This design comes from an exercise in tuning for small area, a short achievable clock period and few clock cycles per item on the open sky130 flow, not from production work. Only simulation tests tie the RTL to the original design; equivalence was not proved.

==> flow/design.v <==
module cordic #(parameter WIDTH = 32, ITER = 16)(
    input clk,
    input rst,
    input start,
    input mode,  
    input signed [WIDTH-1:0] x_in,
    input signed [WIDTH-1:0] y_in,
    input signed [WIDTH-1:0] z_in,
    output signed [WIDTH-1:0] x_out,
    output signed [WIDTH-1:0] y_out,
    output signed [WIDTH-1:0] z_out,
    output reg done
);
    localparam signed [WIDTH-1:0] K = 32'sd19898;   
    reg signed [WIDTH-1:0] x, y, z;
    reg [3:0] i;       
    reg [3:0] ix, iy;  
    reg busy;
    reg mode_r;        
    function signed [WIDTH-1:0] atan_table;
        input [3:0] idx;
        case (idx)
            4'd0:  atan_table = 32'sd25736;
            4'd1:  atan_table = 32'sd15192;
            4'd2:  atan_table = 32'sd8027;
            4'd3:  atan_table = 32'sd4074;
            4'd4:  atan_table = 32'sd2045;
            4'd5:  atan_table = 32'sd1023;
            4'd6:  atan_table = 32'sd511;
            4'd7:  atan_table = 32'sd256;
            4'd8:  atan_table = 32'sd128;
            4'd9:  atan_table = 32'sd64;
            4'd10: atan_table = 32'sd32;
            4'd11: atan_table = 32'sd16;
            4'd12: atan_table = 32'sd8;
            4'd13: atan_table = 32'sd4;
            4'd14: atan_table = 32'sd2;
            default: atan_table = 32'sd1;
        endcase
    endfunction
    function [WIDTH-1:0] addsub;
        input [WIDTH-1:0] a;
        input [WIDTH-1:0] b;
        input sub;
        reg [WIDTH-1:0] bb, p, g, pp, gg, pn, gn;
        begin
            bb = b ^ {WIDTH{sub}};
            p = a ^ bb;
            g = a & bb;
            g[0] = g[0] | (p[0] & sub);
            gg = g; pp = p; gn = g; pn = p;
                gn[1] = gg[1] | (pp[1] & gg[0]); pn[1] = pp[1] & pp[0];
                gn[3] = gg[3] | (pp[3] & gg[2]); pn[3] = pp[3] & pp[2];
                gn[5] = gg[5] | (pp[5] & gg[4]); pn[5] = pp[5] & pp[4];
                gn[7] = gg[7] | (pp[7] & gg[6]); pn[7] = pp[7] & pp[6];
                gn[9] = gg[9] | (pp[9] & gg[8]); pn[9] = pp[9] & pp[8];
                gn[11] = gg[11] | (pp[11] & gg[10]); pn[11] = pp[11] & pp[10];
                gn[13] = gg[13] | (pp[13] & gg[12]); pn[13] = pp[13] & pp[12];
                gn[15] = gg[15] | (pp[15] & gg[14]); pn[15] = pp[15] & pp[14];
                gn[17] = gg[17] | (pp[17] & gg[16]); pn[17] = pp[17] & pp[16];
                gn[19] = gg[19] | (pp[19] & gg[18]); pn[19] = pp[19] & pp[18];
                gn[21] = gg[21] | (pp[21] & gg[20]); pn[21] = pp[21] & pp[20];
                gn[23] = gg[23] | (pp[23] & gg[22]); pn[23] = pp[23] & pp[22];
                gn[25] = gg[25] | (pp[25] & gg[24]); pn[25] = pp[25] & pp[24];
                gn[27] = gg[27] | (pp[27] & gg[26]); pn[27] = pp[27] & pp[26];
                gn[29] = gg[29] | (pp[29] & gg[28]); pn[29] = pp[29] & pp[28];
                gn[31] = gg[31] | (pp[31] & gg[30]); pn[31] = pp[31] & pp[30];
                gg = gn; pp = pn;
                gn[3] = gg[3] | (pp[3] & gg[1]); pn[3] = pp[3] & pp[1];
                gn[7] = gg[7] | (pp[7] & gg[5]); pn[7] = pp[7] & pp[5];
                gn[11] = gg[11] | (pp[11] & gg[9]); pn[11] = pp[11] & pp[9];
                gn[15] = gg[15] | (pp[15] & gg[13]); pn[15] = pp[15] & pp[13];
                gn[19] = gg[19] | (pp[19] & gg[17]); pn[19] = pp[19] & pp[17];
                gn[23] = gg[23] | (pp[23] & gg[21]); pn[23] = pp[23] & pp[21];
                gn[27] = gg[27] | (pp[27] & gg[25]); pn[27] = pp[27] & pp[25];
                gn[31] = gg[31] | (pp[31] & gg[29]); pn[31] = pp[31] & pp[29];
                gg = gn; pp = pn;
                gn[7] = gg[7] | (pp[7] & gg[3]); pn[7] = pp[7] & pp[3];
                gn[15] = gg[15] | (pp[15] & gg[11]); pn[15] = pp[15] & pp[11];
                gn[23] = gg[23] | (pp[23] & gg[19]); pn[23] = pp[23] & pp[19];
                gn[31] = gg[31] | (pp[31] & gg[27]); pn[31] = pp[31] & pp[27];
                gg = gn; pp = pn;
                gn[15] = gg[15] | (pp[15] & gg[7]); pn[15] = pp[15] & pp[7];
                gn[31] = gg[31] | (pp[31] & gg[23]); pn[31] = pp[31] & pp[23];
                gg = gn; pp = pn;
                gn[31] = gg[31] | (pp[31] & gg[15]); pn[31] = pp[31] & pp[15];
                gg = gn; pp = pn;
                gn[23] = gg[23] | (pp[23] & gg[15]); pn[23] = pp[23] & pp[15];
                gg = gn; pp = pn;
                gn[11] = gg[11] | (pp[11] & gg[7]); pn[11] = pp[11] & pp[7];
                gn[19] = gg[19] | (pp[19] & gg[15]); pn[19] = pp[19] & pp[15];
                gn[27] = gg[27] | (pp[27] & gg[23]); pn[27] = pp[27] & pp[23];
                gg = gn; pp = pn;
                gn[5] = gg[5] | (pp[5] & gg[3]); pn[5] = pp[5] & pp[3];
                gn[9] = gg[9] | (pp[9] & gg[7]); pn[9] = pp[9] & pp[7];
                gn[13] = gg[13] | (pp[13] & gg[11]); pn[13] = pp[13] & pp[11];
                gn[17] = gg[17] | (pp[17] & gg[15]); pn[17] = pp[17] & pp[15];
                gn[21] = gg[21] | (pp[21] & gg[19]); pn[21] = pp[21] & pp[19];
                gn[25] = gg[25] | (pp[25] & gg[23]); pn[25] = pp[25] & pp[23];
                gn[29] = gg[29] | (pp[29] & gg[27]); pn[29] = pp[29] & pp[27];
                gg = gn; pp = pn;
                gn[2] = gg[2] | (pp[2] & gg[1]); pn[2] = pp[2] & pp[1];
                gn[4] = gg[4] | (pp[4] & gg[3]); pn[4] = pp[4] & pp[3];
                gn[6] = gg[6] | (pp[6] & gg[5]); pn[6] = pp[6] & pp[5];
                gn[8] = gg[8] | (pp[8] & gg[7]); pn[8] = pp[8] & pp[7];
                gn[10] = gg[10] | (pp[10] & gg[9]); pn[10] = pp[10] & pp[9];
                gn[12] = gg[12] | (pp[12] & gg[11]); pn[12] = pp[12] & pp[11];
                gn[14] = gg[14] | (pp[14] & gg[13]); pn[14] = pp[14] & pp[13];
                gn[16] = gg[16] | (pp[16] & gg[15]); pn[16] = pp[16] & pp[15];
                gn[18] = gg[18] | (pp[18] & gg[17]); pn[18] = pp[18] & pp[17];
                gn[20] = gg[20] | (pp[20] & gg[19]); pn[20] = pp[20] & pp[19];
                gn[22] = gg[22] | (pp[22] & gg[21]); pn[22] = pp[22] & pp[21];
                gn[24] = gg[24] | (pp[24] & gg[23]); pn[24] = pp[24] & pp[23];
                gn[26] = gg[26] | (pp[26] & gg[25]); pn[26] = pp[26] & pp[25];
                gn[28] = gg[28] | (pp[28] & gg[27]); pn[28] = pp[28] & pp[27];
                gn[30] = gg[30] | (pp[30] & gg[29]); pn[30] = pp[30] & pp[29];
                gg = gn; pp = pn;
            addsub = p ^ {gg[WIDTH-2:0], sub};
        end
    endfunction
    wire signed [WIDTH-1:0] xs = x >>> ix;
    wire signed [WIDTH-1:0] ys = y >>> iy;
    wire d = mode_r ? y[WIDTH-1] : ~z[WIDTH-1];
    wire signed [WIDTH-1:0] xn = addsub(x, ys, d);
    wire signed [WIDTH-1:0] yn = addsub(y, xs, ~d);
    wire signed [WIDTH-1:0] zn = addsub(z, atan_table(i), d);
    wire load = start & ~busy;
    always @(posedge clk) begin
        if (busy) begin
            x <= xn;
            y <= yn;
            z <= zn;
        end else begin
            x <= mode ? x_in : K;
            y <= mode ? y_in : {WIDTH{1'b0}};
            z <= mode ? {WIDTH{1'b0}} : z_in;
        end
    end
    always @(posedge clk or posedge rst) begin
        if (rst) begin
            busy <= 1'b0;
            done <= 1'b0;
            i <= 4'd0;
            ix <= 4'd0;
            iy <= 4'd0;
            mode_r <= 1'b0;
        end else begin
            done <= busy & (i == ITER - 1);
            if (busy) begin
                i <= i + 4'd1;
                ix <= ix + 4'd1;
                iy <= iy + 4'd1;
            end
            if (load) begin
                busy <= 1'b1;
                mode_r <= mode;
            end else if (i == ITER - 1) begin
                busy <= 1'b0;
            end
        end
    end
    assign x_out = x;
    assign y_out = y;
    assign z_out = z;
endmodule
clock: 7.0 ns
lec_check: 0
abc_area: 1
cap_margin: 20
core_margin: 2
core_utilization: 40
setup_slack_margin: 3.5
slew_margin: 20
standard.sh (not shown) runs the stock make flow with config.mk's settings and CLKGATE_MAP_FILE= SYNTH_SCRIPT=/design/flow/synth_recipe.tcl, a recipe that flattens the netlist after the stock synthesis.
==> flow/flow/run.sh <==
#!/bin/bash
# The standard layout with two changes: plain buf_1 cells as the port buffers
# (buffer_ports otherwise picks delay buffers), and no adder-cell mapping in
# synthesis (ADDER_MAP_FILE empty), so abc maps the adders' prefix logic from
# gates instead of ha/fa cells. Registers and their names are unchanged.
# make's output goes to make.log here; each ORFS step keeps its own log under orfs/logs.
set -euo pipefail
export BUFFER_PORTS_ARGS="-buffer_cell sky130_fd_sc_hd__buf_1"
bash standard.sh ADDER_MAP_FILE= finish > make.log 2>&1
Testbench counts at the start, summed over its fixed seeds: cycles 57,592, ops 3,200.
Next try:
--- a/flow/design.v
+++ b/flow/design.v
@@ -127,12 +127,12 @@
     wire load = start & ~busy;
     always @(posedge clk) begin
-        if (busy) begin
+        if (load) begin
+            x <= mode ? x_in : K;
+            y <= mode ? y_in : {WIDTH{1'b0}};
+            z <= mode ? {WIDTH{1'b0}} : z_in;
+        end else begin
             x <= xn;
             y <= yn;
             z <= zn;
-        end else begin
-            x <= mode ? x_in : K;
-            y <= mode ? y_in : {WIDTH{1'b0}};
-            z <= mode ? {WIDTH{1'b0}} : z_in;
         end
     end
After rerunning:
- setup slack is worse by 0.037 ns
- flip-flop and latch count is unchanged
- routed wire length rose by 1.6%
- non-clock buffer count fell by 10
- via count rose by 0.96%
- area after synthesis rose by 4.1%
- final area rose by 2.1%
- die area rose by 4.0%
- global-route usage rose by 0.45 points
- clock-buffer cell count stays the same
- cell count rose by 0.80%
Testbench counts after the change, summed over its fixed seeds: cycles 57,592, ops 3,200.

## re-timing with driven ports
In the flow no input, the clock included, has a driving cell. The finished layouts below were timed again as built, in two steps.
Step 1 assumes that a clkbuf_16 drives the clock port and a buf_2 every other input.
Step 2 also shifts input and output timing later by t, the mid clock arrival at the registers, as if the neighbouring blocks saw the same clock.
Slacks: no drivers / after step 1 / after step 2; pairs: no drivers / after step 1.
run	shift t [ns]	setup WS [ns]	worst setup path after step 2	worst slew at a driven data input, ns	pins driven straight from the clock port
the first run	0.419	3.811 / 3.811 / 3.811	register to register	0.06	1
the second run	0.423	3.773 / 3.773 / 3.552	input to register	0.06	1
After both steps setup and hold are still met in every run listed. For the second run, which loses most, drivers alone change the setup slack by 0.000 ns; drivers and shift together by -0.221 ns.
